Background: an optimization exercise with open tools, aiming at small area. Do not read the settings as production practice. The RTL was checked by simulation tests, not by an equivalence proof against the original design. No driver is modelled on the clock port, so clocking that relies on it looks cheaper here than on a real chip.

## flow/design.v (module list and top-level ports; edited modules follow where they fit)
// module ProcessingElement: 40 lines
// module Select3: 8 lines
// module FullAdder: 4 lines
// module AccumulatorTree: 1708 lines
// module PE_Array: 41 lines
// module PE_Matrix: 30 lines
module PE_Matrix(
    input clk,
    input rst,                 
    input [47:0] enable,       
    input [11:0] read_weight,  
    input [11:0] read_data,    
    input [11:0] forwarding_enable,  
    input [31:0] data_bus,     
    input [31:0] weight_bus,   
    input [127:0] partial_sum,  
    output [127:0] accumulated_output  
);
  // ...
==> flow/flow/run.sh <==
#!/bin/bash
set -euo pipefail
bash standard.sh synth > synth.log 2>&1
sdc=orfs/results/$FLOW_PLATFORM/PE_Matrix/base/1_synth.sdc
test -f "$sdc"
# placement-time hint of the later clock; flow/skew.tcl removes it after CTS
echo 'set_clock_latency 1.0 [get_pins *accum_tree.sum_a*/CLK]' >> "$sdc"
SKIP_CTS_REPAIR_TIMING=1 POST_CTS_TCL="$PWD/flow/skew.tcl" \
  BUFFER_PORTS_ARGS="-buffer_cell sky130_fd_sc_hd__buf_1" bash standard.sh finish > layout.log 2>&1
==> flow/flow/skew.tcl <==
set dly_cell sky130_fd_sc_hd__clkdlybuf4s50_1
set n_dly 1
set pins_all [get_pins *accum_tree.sum_a*/CLK]
unset_clock_latency $pins_all

proc driver_of { pin } {
  set net [get_nets -of_objects $pin]
  return [get_cells -of_objects [get_pins -of_objects $net -filter "direction == output"]]
}

set groups [dict create]
foreach pin $pins_all {
  dict lappend groups [get_full_name [get_nets -of_objects $pin]] $pin
}
set arrays [dict create]
set i 0
dict for {net pins} $groups {
  set n [llength $pins]
  set cell [expr {$n <= 6 ? "sky130_fd_sc_hd__clkbuf_4" : ($n <= 12 ? "sky130_fd_sc_hd__clkbuf_8" : "sky130_fd_sc_hd__clkbuf_16")}]
  insert_buffer -buffer_cell $cell -net [get_nets $net] -load_pins $pins \
    -buffer_name skewbuf_$i -net_name skewnet_$i
  set b [driver_of [lindex $pins 0]]
  regexp {pe_array_block\[(\d+)\]} [get_full_name [lindex $pins 0]] -> a
  dict lappend arrays $a [sta::find_pin "[get_full_name $b]/A"]
  incr i
}
dict for {a bpins} $arrays {
  if { [llength $bpins] > 1 } {
    insert_buffer -buffer_cell sky130_fd_sc_hd__clkbuf_8 -load_pins $bpins -load_pins_on_diff_nets \
      -buffer_name skewroot_$a -net_name skewrootnet_$a
    set load [sta::find_pin "[get_full_name [driver_of [lindex $bpins 0]]]/A"]
  } else {
    set load [lindex $bpins 0]
  }
  for {set k 0} {$k < $n_dly} {incr k} {
    insert_buffer -buffer_cell $dly_cell -load_pins [list $load] \
      -buffer_name skewdly_${a}_$k -net_name skewdlynet_${a}_$k
    set load [sta::find_pin "[get_full_name [driver_of $load]]/A"]
  }
}
puts "skew: [llength $pins_all] sum_a clock pins in [dict size $groups] groups, [dict size $arrays] branches"
detailed_placement
estimate_parasitics -placement
report_clock_skew

# what the standard CTS step does after clock tree synthesis
repair_timing_helper
detailed_placement
check_placement -verbose
==> flow/standard.sh <==
#!/bin/bash
# synth_recipe.tcl (not shown) runs the flow's synth.tcl, then flattens the netlist and writes it again
# the make line also repeats each setting of config.mk as NAME=value (left out here)
make -C /OpenROAD-flow-scripts/flow DESIGN_CONFIG=/design/flow/config.mk WORK_HOME=/design/flow/orfs CLKGATE_MAP_FILE= SYNTH_SCRIPT=/design/flow/synth_recipe.tcl "${@:-finish}"
==> flow/config.mk <==
export PLATFORM = sky130hd
export DESIGN_NAME = PE_Matrix
export DESIGN_NICKNAME = PE_Matrix
export VERILOG_FILES = /design/flow/design.v
export SDC_FILE = /design/flow/constraint.sdc
export NUM_CORES = 4
export LEC_CHECK = 0
export CAP_MARGIN = 20
export CORE_MARGIN = 2
export CORE_UTILIZATION = 40
export CTS_BUF_LIST = sky130_fd_sc_hd__clkbuf_16
export CTS_CLUSTER_DIAMETER = 100
export CTS_CLUSTER_SIZE = 24
export PLACE_DENSITY = 0.6
export SLEW_MARGIN = 20
export SYNTH_HIERARCHICAL = 1
==> flow/constraint.sdc <==
create_clock -name core_clock -period 5.0 [get_ports {clk}]
set_input_delay 1.0000 -clock core_clock [delete_from_list [all_inputs] [get_ports {clk}]]
set_output_delay 1.0000 -clock core_clock [all_outputs]
set_load 0.01 [all_outputs]
==> summary.txt, run 1 <==
Floorplanning
  – Initial core utilization: 40.2%
  – I/O pin cnt: 406
  – Die ar.: 383000 um^2

Synth
  – FF+latch count, synth: 1960
  – Syn_area_per_cell: 12.4 um^2
  – Largest family of logic cells by synthesized area: adder cells
  – Most numerous cell in the Yosys netlist: nand2_1
  – Dominant cell type by area after synthesis: fa_1

Finish
  – Register fraction of the total cell area: 31.4%
  – Non-clk invs: 804
  – Multi-input combinational cell area: 93400 um^2
  – Final instance area: 163000 um^2

GRT
  – Largest net degree at the start of global routing: 78

Routing
  – Via Count: 100129

Clock network
  – CTS Sinks: 1960

Timing
  – Final Skew: 1010 ps
  – Unrepaired setup endpoints after global routing: false
  – Fmax: 204 MHz

Critical path
  – Largest delay share family, worst path: adder cells
  – CP max stage cell: dfrtp_1
  – CP max FO: 9
  – CP Cell Sequence: nand2_1 > fa_1 > fa_1 > fa_1 > fa_1 > fa_1 > fa_1 > fa_1 > fa_1 > fa_1

Outcome
  – Status: timing/DRC/antenna clean

Hold path
  – Hold Path End: pe_array_block[3].pe_array.accum_tree.sum_a[1]

Placement
  – Post-DP Area: 159000 um^2

Flow run
  – Max-cap violations: 0
==> inputs of run 2 (changes only) <==
==> flow/flow/run.sh (replaced) <==
#!/bin/bash
set -euo pipefail
bash standard.sh synth > synth.log 2>&1
sdc=orfs/results/$FLOW_PLATFORM/PE_Matrix/base/1_synth.sdc
test -f "$sdc"
# placement-time hint of the later clock; flow/skew.tcl removes it after CTS
echo 'set_clock_latency 1.5 [get_pins *accum_tree.sum_a*/CLK]' >> "$sdc"
# clock tree synthesis as the standard flow runs it, without dummy loads
cts_args="-sink_clustering_enable -repair_clock_nets -sink_clustering_size 24"
cts_args="$cts_args -sink_clustering_max_diameter 100 -buf_list sky130_fd_sc_hd__clkbuf_16 -dont_use_dummy_load"
CTS_ARGS="$cts_args" SKIP_CTS_REPAIR_TIMING=1 POST_CTS_TCL="$PWD/flow/skew.tcl" \
  bash standard.sh finish > layout.log 2>&1
--- a/flow/flow/skew.tcl
+++ b/flow/flow/skew.tcl
@@ -1,4 +1,4 @@
 set dly_cell sky130_fd_sc_hd__clkdlybuf4s50_1
-set n_dly 1
+set n_dly 2
 set pins_all [get_pins *accum_tree.sum_a*/CLK]
 unset_clock_latency $pins_all
@@ -39,4 +39,23 @@
   }
 }
+# The later clock leaves less time between a clock edge and the release of the
+# reset at the sum_a registers' asynchronous set pins (removal check): give
+# each array's sum_a set pins a delay cell and a buffer of their own, which
+# delay the reset to them a little (its recovery check has ample slack).
+foreach a {0 1 2 3} {
+  set rpins {}
+  foreach pin $pins_all {
+    if { [string match "pe_array_block?$a?.*" [get_full_name $pin]] } {
+      lappend rpins [sta::find_pin "[get_full_name [get_cells -of_objects $pin]]/SET_B"]
+    }
+  }
+  if { [llength $rpins] > 0 } {
+    insert_buffer -buffer_cell sky130_fd_sc_hd__buf_8 -load_pins $rpins -load_pins_on_diff_nets \
+      -buffer_name skewrst_$a -net_name skewrstnet_$a
+    set load [sta::find_pin "[get_full_name [driver_of [lindex $rpins 0]]]/A"]
+    insert_buffer -buffer_cell $dly_cell -load_pins [list $load] \
+      -buffer_name skewrstdly_$a -net_name skewrstdlynet_$a
+  }
+}
 puts "skew: [llength $pins_all] sum_a clock pins in [dict size $groups] groups, [dict size $arrays] branches"
 detailed_placement
==> summary.txt, run 2 <==
Synth
  – Area contributors post-synth: fa_1 39%, dfrtp_1 21%, nand2_1 7.8% (unchanged)
  – Dominant cell type by area after synthesis: fa_1 (unchanged)
  – Synth Flop Type: dfrtp_1 (unchanged)
  – Syn_area_per_cell: 12.4 um^2 (unchanged)
  – Synth Cell Area: 151000 um^2 (unchanged)
  – Syn Inst Count: 12144 (unchanged)
  – FF+latch count, synth: 1960 (unchanged)
  – Sequential area share after synthesis: 34.0% (unchanged)
  – Synth cell count leaders: 3132 x nand2_1, 2932 x fa_1, 1280 x dfrtp_1, 804 x inv_1, 768 x mux2_2 (unchanged)
  – Synth top area share: 38.8% (unchanged)
  – Netlist cell types: 63 (unchanged)
  – Ys async rst share: 80.4% (unchanged)
  – Number of synthesized flops with an enable pin: 384 (unchanged)
  – Most numerous cell in the Yosys netlist: nand2_1 (unchanged)
  – Synth warn: 8 (unchanged)

Placement
  – Inst Count DP: 17003 (was 17218)
  – Post-DP Area: 160000 um^2 (was 159000 um^2)
  – DP Wirelength: 446000 um (was 455000 um)
  – Setup Slack @ Placement: 259 ps (was 417 ps)
  – Port Buffers: 381 (unchanged)
  – GP Congestion: 1.07 (was 1.05)

Critical path
  – Critical Path AT: 6960 ps (was 6570 ps)
  – Crit path buf inv count: 2 (was 0)
  – Largest delay share family, worst path: adder cells (unchanged)
  – Most used cell, CP: fa_1 (unchanged)
  – Worst r2r dst: pe_array_block[3].pe_array.accum_tree.sum_a[32] (was pe_array_block[0].pe_array.accum_tree.sum_a[32])
  – CP max stage cell: fa_1 (was dfrtp_1)
  – Critical Path RT: 7170 ps (was 6660 ps)
  – CP max FO: 8 (was 9)
  – Flop2flop setup slack: 210 ps (was 90 ps)
  – Worst Setup Path Type: flip-flop to flip-flop (unchanged)
  – Cells on worst reg2reg path: 12 (was 10)
  – CP startpoint kind: flip-flop (unchanged)
  – Worst Setup End Kind: flip-flop (unchanged)
  – CP Cell Sequence: dlygate4sd3_1 > buf_4 > nand2_1 > fa_1 > fa_1 > fa_1 > fa_1 > fa_1 > fa_1 > fa_1 > fa_1 > fa_1 (was nand2_1 > fa_1 > fa_1 > fa_1 > fa_1 > fa_1 > fa_1 > fa_1 > fa_1 > fa_1)
  – CP peak stage delay: 660 ps (was 860 ps)

Routing
  – Iter 0 DRT Violations: 13654 (was 12688)
  – Pre-antenna DRT Iters: 12 (was 10)
  – Vias/cell: 5.81 (was 5.72)
  – Via Count: 100229 (was 100129)
  – Antenna violation net count after detailed routing: 0 (unchanged)
  – Post-route DRC: 0 (unchanged)
  – Drt total wl: 565000 um (was 566000 um)
  – DR WL/cell: 32.7 um (was 32.3 um)

Timing
  – Hold Violations, Final: 0 (unchanged)
  – Tmin final: 4790 ps (was 4910 ps)
  – Final setup viols: 0 (unchanged)
  – Worst setup margin: 211 ps (was 91.3 ps)
  – Final cycle utilization of the critical path: 95.8% (was 98.2%)
  – Fmax: 209 MHz (was 204 MHz)
  – Slew of the pin with the lowest slew margin: 1170 ps (was 1210 ps)
  – Slew Viols, Final: 0 (unchanged)
  – Unrepaired setup endpoints after global routing: false (unchanged)
  – Final setup TNS: 0 ps (unchanged)
  – Slew HR: 21.7% (was 19.2%)
  – Final Skew: 1500 ps (was 1010 ps)

Finish
  – Final instance area: 164000 um^2 (was 163000 um^2)
  – Commonest non-fill, non-tap cells in the layout: 3132 x nand2_1, 2932 x fa_1, 1280 x dfrtp_1, 796 x inv_1, 768 x mux2_2 (was 3132 x nand2_1, 2932 x fa_1, 1280 x dfrtp_1, 849 x inv_1, 768 x mux2_2)
  – Commonest non-fill, non-tap cell in the layout: nand2_1 (unchanged)
  – Fill count: 34693 (was 34936)
  – Final net count: 15676 (was 15821)
  – P&R area growth vs syn: 8.54% (was 8.16%)
  – Fin cells: 17256 (was 17494)
  – Layout cells sized above 1: 13.3% (was 15.2%)

Clock network
  – Latest clock arrival within the worst-skew pair: 2320 ps (was 1860 ps)
  – CTS tree: done (unchanged)
  – CTS Sinks: 1960 (unchanged)
  – Clk slew on worst S/H paths: 100 ps (about the same)

Floorplanning
  – Cell Rows: 225 (unchanged)
  – Core Region: 376000 um^2 (unchanged)
  – Height of the die: 619 um (unchanged)
  – I/O pin cnt: 406 (unchanged)
  – Chip Width: 619 um (unchanged)
  – Initial core utilization: 40.2% (unchanged)
  – Die ar.: 383000 um^2 (unchanged)

Flow run
  – Max-cap violations: 0 (unchanged)

Hold path
  – Hold path cells: 4 (was 3)
  – Hold Path End: pe_array_block[3].pe_array.accum_tree.sum_a[51] (was pe_array_block[3].pe_array.accum_tree.sum_a[1])
  – Hold Crit Class: flip-flop to flip-flop (unchanged)

Outcome
  – Status: timing/DRC/antenna clean (unchanged)

GRT
  – GRT Total Usage: 29.7% (was 29.8%)
  – First-pass GRT wire length: 797000 um (was 799000 um)
  – Vias in the first global route: 104292 (was 105802)
  – Initial antenna violation count: 55 (was 50)
  – Largest net degree at the start of global routing: 55 (was 78)
  – Total gr overflow: 0 (unchanged)
## run 2: changes by cell type in the layout (fill, tap and decap cells not counted), sizes merged
cell           before  now
clkinv             13    4
diode              36   34
clkbuf            189  145
clkdlybuf4s50       4  359
bufinv              2    0
buf               825  315
inv               875  800
dlygate4sd3         3   53
clkinvlp            1    0
## run 2: Yosys stat by module, one instance, submodules excluded, excerpt
module / area, um^2 / copies in the design / cells
AccumulatorTree: 9000 / 4 / 1428
FullAdder: 20.0 / 2924 / 1
Select3: 120 / 48 / 18
ProcessingElement: 1060 / 48 / 55
PE_Array: 3.75 / 4 / 1
## run 2: routing by layer
| metal | track usage [%] | vias to the layer above | wire (um) |
|---|---|---|---|
| li1 | - | 39037 | - |
| met4 | 18.7 | 22 | 43200 |
| met3 | 7.14 | 1305 | 58800 |
| met5 | 0 | - | 149 |
| met1 | 38.5 | 53802 | 210000 |
| met2 | 45.0 | 6063 | 252000 |
## run 2: how the worst max path moves through the flow
| stage | startpoint | end | slack (ps) | depth (start not counted) |
|---|---|---|---|---|
| 6_report | flip-flop | pe_array_block[3].pe_array.accum_tree.sum_a[32] | 210 | 12 |
| 2_1_floorplan | pe_array_block[0].pe_array.accum_tree.sum_a[7] | pe_array_block[0].pe_array.accum_tree.sum_b_n[18] | 750 | 9 |
| 3_3_place_gp | pe_array_block[1].pe_array.accum_tree.sum_a[7] | pe_array_block[1].pe_array.accum_tree.sum_b_n[18] | 250 | 9 |
| 5_1_grt | pe_array_block[1].pe_array.accum_tree.sum_a[7] | pe_array_block[1].pe_array.accum_tree.sum_b_n[18] | 230 | 9 |
| 3_5_place_dp | pe_array_block[1].pe_array.accum_tree.sum_a[7] | pe_array_block[1].pe_array.accum_tree.sum_b_n[18] | 260 | 9 |
## run 2: logic make-up (layout without fill, tap and decap cells)
family | count (synthesis) | in the layout | synth area share (%)
muxes | 776 | 776 | 5.78
buffers and inverters | 1620 | 1676 | 4.25
xor gates and xnor gates | 152 | 152 | 0.881
and+or+nand+nor | 3640 | 3640 | 9.70
DFF | 1960 | 1960 | 34.0
adders and majority gates | 3168 | 3168 | 40.8
other | 4 | 66 | 0.00993
AOI/OAI and AO/OA | 824 | 824 | 4.59
## run 2: tightest hold or removal path, stage by stage (launching register included)
cell	delay, ps
dfrtp_1	500
nand2_1	130
fa_1	250
fa_1	220
fa_1	190
## run 2: through the flow
stage	util [%]	hold slack [ps]
3_3_place_gp	42.5	-674
2_1_floorplan	-	-732
5_1_grt	43.6	12.4
3_5_place_dp	42.5	-681
6_report	43.6	18.6
## run 2: layout make-up, clock buffers not listed
type                    instances  area, um^2  share of cell area [%]
flip-flops and latches       1960       51300                    31.3
repair buffers                719        6490                    3.96
inverters                     804        3030                    1.85
multi-input cells            8592       93400                    57.0
diodes                         34        85.1                  0.0519
well taps                    4994        6250                    3.81
==> inputs of run 3 (changes only) <==
--- a/flow/flow/run.sh
+++ b/flow/flow/run.sh
@@ -9,4 +9,5 @@
 cts_args="-sink_clustering_enable -repair_clock_nets -sink_clustering_size 24"
 cts_args="$cts_args -sink_clustering_max_diameter 100 -buf_list sky130_fd_sc_hd__clkbuf_16 -dont_use_dummy_load"
+# ports buffered with the smallest buffer
 CTS_ARGS="$cts_args" SKIP_CTS_REPAIR_TIMING=1 POST_CTS_TCL="$PWD/flow/skew.tcl" \
-  bash standard.sh finish > layout.log 2>&1
+  BUFFER_PORTS_ARGS="-buffer_cell sky130_fd_sc_hd__buf_1" bash standard.sh finish > layout.log 2>&1
==> summary.txt, run 3 <==
Clock network
  – CTS tree: done (unchanged)
  – Clk slew on worst S/H paths: 90 ps (was 100 ps)
  – CTS Sinks: 1960 (unchanged)
  – Latest clock arrival within the worst-skew pair: 2300 ps (was 2320 ps)

Synth
  – Area contributors post-synth: fa_1 39%, dfrtp_1 21%, nand2_1 7.8% (unchanged)
  – Netlist cell types: 63 (unchanged)
  – Synth top area share: 38.8% (unchanged)
  – Synth Flop Type: dfrtp_1 (unchanged)
  – Sequential area share after synthesis: 34.0% (unchanged)
  – Synth warn: 8 (unchanged)
  – Dominant cell type by area after synthesis: fa_1 (unchanged)
  – Syn Inst Count: 12144 (unchanged)
  – Most numerous cell in the Yosys netlist: nand2_1 (unchanged)
  – Syn_area_per_cell: 12.4 um^2 (unchanged)
  – Synth Cell Area: 151000 um^2 (unchanged)
  – Number of synthesized flops with an enable pin: 384 (unchanged)
  – Synth cell count leaders: 3132 x nand2_1, 2932 x fa_1, 1280 x dfrtp_1, 804 x inv_1, 768 x mux2_2 (unchanged)
  – FF+latch count, synth: 1960 (unchanged)
  – Ys async rst share: 80.4% (unchanged)

Routing
  – Post-route DRC: 0 (unchanged)
  – DR WL/cell: 33.5 um (was 32.7 um)
  – Drt total wl: 577000 um (was 565000 um)
  – Iter 0 DRT Violations: 13719 (was 13654)
  – Antenna violation net count after detailed routing: 0 (unchanged)
  – Via Count: 99538 (was 100229)
  – Pre-antenna DRT Iters: 10 (was 12)
  – Vias/cell: 5.78 (was 5.81)

Critical path
  – CP max FO: 4 (was 8)
  – CP max stage cell: o41ai_1 (was fa_1)
  – CP peak stage delay: 740 ps (was 660 ps)
  – Critical Path AT: 5680 ps (was 6960 ps)
  – Worst Setup Path Type: flip-flop to flip-flop (unchanged)
  – Critical Path RT: 5860 ps (was 7170 ps)
  – CP startpoint kind: flip-flop (unchanged)
  – CP Cell Sequence: fa_1 > ha_1 > o21a_1 > o31a_1 > o21ai_1 > o41ai_1 > buf_4 > nor2_1 > o311ai_2 > a211o_1 (was dlygate4sd3_1 > buf_4 > nand2_1 > fa_1 > fa_1 > fa_1 > fa_1 > fa_1 > fa_1 > fa_1 > fa_1 > fa_1)
  – Worst Setup End Kind: flip-flop (unchanged)
  – Crit path buf inv count: 1 (was 2)
  – Largest delay share family, worst path: compound AO/OA/AOI/OAI gates (was adder cells)

Placement
  – Port Buffers: 381 (unchanged)
  – DP Wirelength: 459000 um (was 446000 um)
  – Inst Count DP: 16988 (was 17003)
  – GP Congestion: 1.05 (was 1.07)
  – Post-DP Area: 158000 um^2 (was 160000 um^2)

Finish
  – Final instance area: 161000 um^2 (was 164000 um^2)
  – Fill count: 35024 (was 34693)
  – Storage element area: 51300 um^2 (unchanged)
  – Final net count: 15649 (was 15676)
  – P&R area growth vs syn: 6.88% (was 8.54%)
  – Layout cells sized above 1: 13.3% (about the same)
  – Commonest non-fill, non-tap cells in the layout: 3132 x nand2_1, 2932 x fa_1, 1280 x dfrtp_1, 796 x inv_1, 768 x mux2_2 (unchanged)
  – Fin cells: 17225 (was 17256)
  – Commonest non-fill, non-tap cell in the layout: nand2_1 (unchanged)
  – Multi-input combinational cell area: 93400 um^2 (unchanged)

Floorplanning
  – I/O pin cnt: 406 (unchanged)
  – Height of the die: 619 um (unchanged)
  – Die ar.: 383000 um^2 (unchanged)
  – Cell Rows: 225 (unchanged)
  – Initial core utilization: 40.2% (unchanged)
  – Chip Width: 619 um (unchanged)
  – Core Region: 376000 um^2 (unchanged)

Timing
  – Unrepaired setup endpoints after global routing: false (unchanged)
  – Final cycle utilization of the critical path: 96.5% (was 95.8%)
  – Slew of the pin with the lowest slew margin: 1170 ps (about the same)
  – Fmax: 207 MHz (was 209 MHz)
  – Tmin final: 4830 ps (was 4790 ps)
  – Slew Viols, Final: 0 (unchanged)
  – Final setup viols: 0 (unchanged)
  – Slew HR: 21.8% (was 21.7%)
  – Final setup TNS: 0 ps (unchanged)
  – Final Skew: 1450 ps (was 1500 ps)
  – Hold Violations, Final: 0 (unchanged)

GRT
  – GR Util met2: 47.1% (was 45.0%)
  – Met1 Use GR: 39.6% (was 38.5%)
  – Grt met3 use: 6.76% (was 7.14%)
  – GRT Total Usage: 30.4% (was 29.7%)
  – Total gr overflow: 0 (unchanged)
  – First-pass GRT wire length: 811000 um (was 797000 um)
  – Top Usage Layer GRT: met2 (unchanged)
  – Initial antenna violation count: 51 (was 55)
  – Largest net degree at the start of global routing: 55 (unchanged)
  – Vias in the first global route: 104770 (was 104292)

Hold path
  – Hold Crit Class: flip-flop to flip-flop (unchanged)

Outcome
  – Status: timing/DRC/antenna clean (unchanged)

Flow run
  – Max-cap violations: 0 (unchanged)
==> run 3: cell counts after synthesis <==
No cell type changed its count.
==> run 3: modules after synthesis (local to each module, per instance), a selection <==
module             cell area (um^2)  times used  cells inside  flops+latches
AccumulatorTree                9000           4          1428            106
Select3                         120          48            18              0
PE_Array                       3.75           4             1              0
ProcessingElement              1060          48            55             32
FullAdder                      20.0        2924             1              0
==> run 3: final timing paths <==
path                                                                     end  slack [ps]                                      startpoint  depth (start not counted)
min reg2reg                  pe_array_block[3].pe_array.accum_tree.sum_a[51]          40                                       flip-flop                          4
min in group asynchronous                                          async pin         390                                             rst                          2
max in group asynchronous                                          async pin        3250                                             rst                          3
max reg2reg                pe_array_block[1].pe_array.accum_tree.sum_b_n[19]         170  pe_array_block[1].pe_array.accum_tree.sum_a[7]                         10
max                        pe_array_block[1].pe_array.accum_tree.sum_b_n[19]         170  pe_array_block[1].pe_array.accum_tree.sum_a[7]                         10
min                          pe_array_block[3].pe_array.accum_tree.sum_a[51]          40                                       flip-flop                          4
==> run 3: per-stage QoR <==
stage	util, %	worst slack (ps)	hold WS [ps]
5_1_grt	43.0	72.8	29.8
3_3_place_gp	41.9	73.0	-639
2_1_floorplan	-	747	-732
6_report	43.0	174	37.4
3_5_place_dp	41.9	76.3	-639
==> run 3: final cells by class, clock buffers not listed <==
cell class | count | area share (%)
Multi-Input combinational cell | 8592 | 57.9
Inverter | 804 | 1.88
Antenna cell | 30 | 0.0465
Timing Repair Buffer | 702 | 2.60
Tap cell | 4994 | 3.87
Sequential cell | 1960 | 31.8
==> run 3: cell families after synthesis <==
group / Yosys count / synth area share [%]
buffers and inverters: 1620 / 4.25
AND/OR/NAND/NOR: 3640 / 9.70
AO/OA/AOI/OAI: 824 / 4.59
other: 4 / 0.00993
XOR/XNOR: 152 / 0.881
adder cells (fa/ha/maj): 3168 / 40.8
multiplexers: 776 / 5.78
flip-flops: 1960 / 34.0
==> run 3: routing by layer <==
| metal | vias to the layer above | routed length, um | part of all wire, % |
|---|---|---|---|
| met3 | 1201 | 55300 | 9.6 |
| met2 | 5523 | 262000 | 45 |
| li1 | 38955 | - | - |
| met5 | - | 140 | 0.024 |
| met1 | 53837 | 220000 | 38 |
| met4 | 22 | 40000 | 6.9 |
==> run 3: tightest hold or removal path: cells and delay by family (launching register included) <==
kind | cells | cell delay, ps
adders and majority gates | 3 | 620
DFF | 1 | 580
and+or+nand+nor | 1 | 170
==> inputs of run 4 (changes only) <==
--- a/flow/config.mk
+++ b/flow/config.mk
@@ -8,5 +8,5 @@
 export CAP_MARGIN = 20
 export CORE_MARGIN = 2
-export CORE_UTILIZATION = 40
+export CORE_UTILIZATION = 55
 export CTS_BUF_LIST = sky130_fd_sc_hd__clkbuf_16
 export CTS_CLUSTER_DIAMETER = 100
==> summary.txt, run 4 <==
Outcome
  – Status: timing/DRC/antenna clean (unchanged)

Synth
  – Synth Flop Type: dfrtp_1 (unchanged)
  – Dominant cell type by area after synthesis: fa_1 (unchanged)
  – Syn_area_per_cell: 12.4 um^2 (unchanged)
  – Number of synthesized flops with an enable pin: 384 (unchanged)
  – Most numerous cell in the Yosys netlist: nand2_1 (unchanged)
  – Synth top area share: 38.8% (unchanged)
  – Sequential area share after synthesis: 34.0% (unchanged)
  – Synth warn: 8 (unchanged)
  – Synth cell count leaders: 3132 x nand2_1, 2932 x fa_1, 1280 x dfrtp_1, 804 x inv_1, 768 x mux2_2 (unchanged)
  – Area contributors post-synth: fa_1 39%, dfrtp_1 21%, nand2_1 7.8% (unchanged)
  – Synth Cell Area: 151000 um^2 (unchanged)
  – Netlist cell types: 63 (unchanged)
  – Syn Inst Count: 12144 (unchanged)
  – FF+latch count, synth: 1960 (unchanged)
  – Ys async rst share: 80.4% (unchanged)

Timing
  – Final hold slack: 23.0 ps (was 37.4 ps)
  – Slew HR: 15.0% (was 21.8%)
  – Final setup viols: 0 (unchanged)
  – Unrepaired setup endpoints after global routing: false (unchanged)
  – Tmin final: 4750 ps (was 4830 ps)
  – Slew Viols, Final: 0 (unchanged)
  – Slew of the pin with the lowest slew margin: 1270 ps (was 1170 ps)
  – Hold Violations, Final: 0 (unchanged)
  – Final cycle utilization of the critical path: 95.0% (was 96.5%)
  – Final Skew: 1450 ps (about the same)
  – Fmax: 211 MHz (was 207 MHz)
  – Final setup TNS: 0 ps (unchanged)

Routing
  – Pre-antenna DRT Iters: 14 (was 10)
  – Antenna violation net count after detailed routing: 0 (unchanged)
  – Vias/cell: 6.41 (was 5.78)
  – Iter 0 DRT Violations: 14536 (was 13719)
  – Via Count: 101027 (was 99538)
  – Post-route DRC: 0 (unchanged)
  – DR WL/cell: 35.8 um (was 33.5 um)
  – Drt total wl: 564000 um (was 577000 um)

Critical path
  – R2r startpoint: pe_array_block[0].pe_array.accum_tree.sum_a[4] (was pe_array_block[1].pe_array.accum_tree.sum_a[7])
  – Critical Path RT: 5770 ps (was 5860 ps)
  – Worst Setup Path Type: flip-flop to flip-flop (unchanged)
  – Worst r2r dst: pe_array_block[0].pe_array.accum_tree.sum_b_n[17] (was pe_array_block[1].pe_array.accum_tree.sum_b_n[19])
  – Flop2flop setup slack: 250 ps (was 170 ps)
  – Cells on worst reg2reg path: 9 (was 10)
  – CP startpoint kind: flip-flop (unchanged)
  – CP max FO: 4 (unchanged)
  – Critical Path AT: 5520 ps (was 5680 ps)
  – Worst Setup End Kind: flip-flop (unchanged)

Finish
  – Commonest non-fill, non-tap cell in the layout: nand2_1 (unchanged)
  – Commonest non-fill, non-tap cells in the layout: 3132 x nand2_1, 2932 x fa_1, 1280 x dfrtp_1, 800 x inv_1, 768 x mux2_2 (was 3132 x nand2_1, 2932 x fa_1, 1280 x dfrtp_1, 796 x inv_1, 768 x mux2_2)
  – Final instance area: 159000 um^2 (was 161000 um^2)
  – Layout cells sized above 1: 12.8% (was 13.3%)
  – P&R area growth vs syn: 5.32% (was 6.88%)
  – Final core utilization: 58.2% (was 43.0%)
  – Final net count: 15583 (was 15649)

Floorplanning
  – Core Region: 273000 um^2 (was 376000 um^2)
  – Height of the die: 528 um (was 619 um)
  – Chip Width: 528 um (was 619 um)
  – Cell Rows: 192 (was 225)
  – I/O pin cnt: 406 (unchanged)
  – Initial core utilization: 55.3% (was 40.2%)
  – Die ar.: 279000 um^2 (was 383000 um^2)

Placement
  – DP Wirelength: 445000 um (was 459000 um)
  – Post-DP Area: 155000 um^2 (was 158000 um^2)
  – Port Buffers: 381 (unchanged)
  – GP Congestion: 1.05 (about the same)

Hold path
  – Hold Path End: pe_array_block[1].pe_array.accum_tree.sum_a[8] (was pe_array_block[3].pe_array.accum_tree.sum_a[51])
  – Hold path cells: 4 (unchanged)
  – Hold Crit Class: flip-flop to flip-flop (unchanged)

Clock network
  – Clk slew on worst S/H paths: 90 ps (about the same)
  – CTS tree: done (unchanged)
  – CTS Sinks: 1960 (unchanged)
  – Latest clock arrival within the worst-skew pair: 2300 ps (about the same)

Flow run
  – Max-cap violations: 0 (unchanged)

GRT
  – Initial antenna violation count: 49 (was 51)
  – Largest net degree at the start of global routing: 55 (unchanged)
  – First-pass GRT wire length: 798000 um (was 811000 um)
  – Total gr overflow: 0 (unchanged)
  – Vias in the first global route: 106871 (was 104770)
  – GRT Total Usage: 41.2% (was 30.4%)
[run 4: cell count changes in the layout (fill, tap and decap cells not counted), sizes merged]
cell	delta
buf	-66
clkbuf	-5
clkinv	-2
diode	+19
dlygate4sd3	+5
inv	+2
[run 4: cell families after synthesis]
logic type	Yosys count	share of synthesized area, %
fa+ha+maj	3168	40.8
simple gates	3640	9.70
xor+xnor	152	0.881
buf+inv	1620	4.25
other cells	4	0.00993
mux	776	5.78
flops	1960	34.0
compound gates	824	4.59
[run 4: Yosys stat by module, one instance, submodules excluded, excerpt]
| module | cells inside | flip-flops and latches | times used |
|---|---|---|---|
| AccumulatorTree | 1428 | 106 | 4 |
| ProcessingElement | 55 | 32 | 48 |
| PE_Array | 1 | 0 | 4 |
| Select3 | 18 | 0 | 48 |
| FullAdder | 1 | 0 | 2924 |
[run 4: final cells by class, clock buffers not listed]
class | count | area [um^2]
well taps | 3589 | 4490
inverters | 804 | 3030
fillers | 22263 | 114000
multi-input cells | 8592 | 93400
diodes | 49 | 123
repair buffers | 644 | 3770
flip-flops and latches | 1960 | 51300
[run 4: critical path, cell delays in order (launching register included)]
cell and delay [ps]:
dfstp_2 540, fa_1 440, ha_1 290, nor2b_1 170
o31a_1 180, o21ai_1 150, o41ai_1 720, nor2_1 230
o311ai_2 410, xor2_1 180
[run 4: how the worst max path moves through the flow]
stage	to	depth (start not counted)	slack, ps	startpoint
floorplan	pe_array_block[0].pe_array.accum_tree.sum_b_n[18]	9	750	pe_array_block[0].pe_array.accum_tree.sum_a[7]
global placement	pe_array_block[0].pe_array.accum_tree.sum_b_n[17]	9	340	pe_array_block[0].pe_array.accum_tree.sum_a[4]
detailed placement	pe_array_block[0].pe_array.accum_tree.sum_b_n[17]	9	210	pe_array_block[0].pe_array.accum_tree.sum_a[4]
global route	pe_array_block[0].pe_array.accum_tree.sum_b_n[19]	9	50	pe_array_block[0].pe_array.accum_tree.sum_a[4]
finish	pe_array_block[0].pe_array.accum_tree.sum_b_n[17]	9	250	pe_array_block[0].pe_array.accum_tree.sum_a[4]
[run 4: metal layers]
layer	up-vias	share of wire, %	GRT usage, %
met5	-	0.025	0
met3	1470	11	10.3
li1	38862	-	-
met1	53907	37	54.6
met2	6770	45	61.6
met4	18	7.5	25.3
[run 4: per-stage QoR]
stage          setup WS (ps)  instances
5_1_grt                 46.1      15732
2_1_floorplan            747      12172
3_3_place_gp             342      15526
6_report                 251      15773
3_5_place_dp             214      15526

[static timing again, ports no longer ideal]
The results above use ideal ports. As a check the final layouts listed here were re-extracted and re-timed, cells and wires unchanged. Step 1, drivers: a clkbuf_16 drives clk and a buf_2 each remaining input, both assumed. Step 2, shift: input delay + t, output delay - t, t = (earliest + latest rising clock arrival at the registers) / 2. This alone moves slack from input paths to output paths. Slacks: no drivers / after step 1 / after step 2; pairs: no drivers / after step 1.
| run | t (ns) | setup WS [ns] | clock arrival spread, ns | slew at the worst register clock pin (ns) | cell pins on the clock port's net |
|---|---|---|---|---|---|
| run 1 | 1.480 | 0.091 / 0.091 / 0.091 | 1.034 / 1.034 | 0.11 / 0.11 | 1 |
| run 2 | 1.681 | 0.211 / 0.211 / -0.194 | 1.501 / 1.502 | 0.10 / 0.10 | 1 |
| run 3 | 1.672 | 0.174 / 0.174 / -0.010 | 1.479 / 1.479 | 0.10 / 0.10 | 1 |
| run 4 | 1.659 | 0.251 / 0.251 / 0.251 | 1.508 / 1.508 | 0.10 / 0.10 | 1 |
In every run listed the clock reaches the registers at very different times; t lies between them, and the last value is a rough guide only. The setup slack of run 2, which loses most, moves by 0.000 ns with the drivers and by -0.405 ns with both steps.
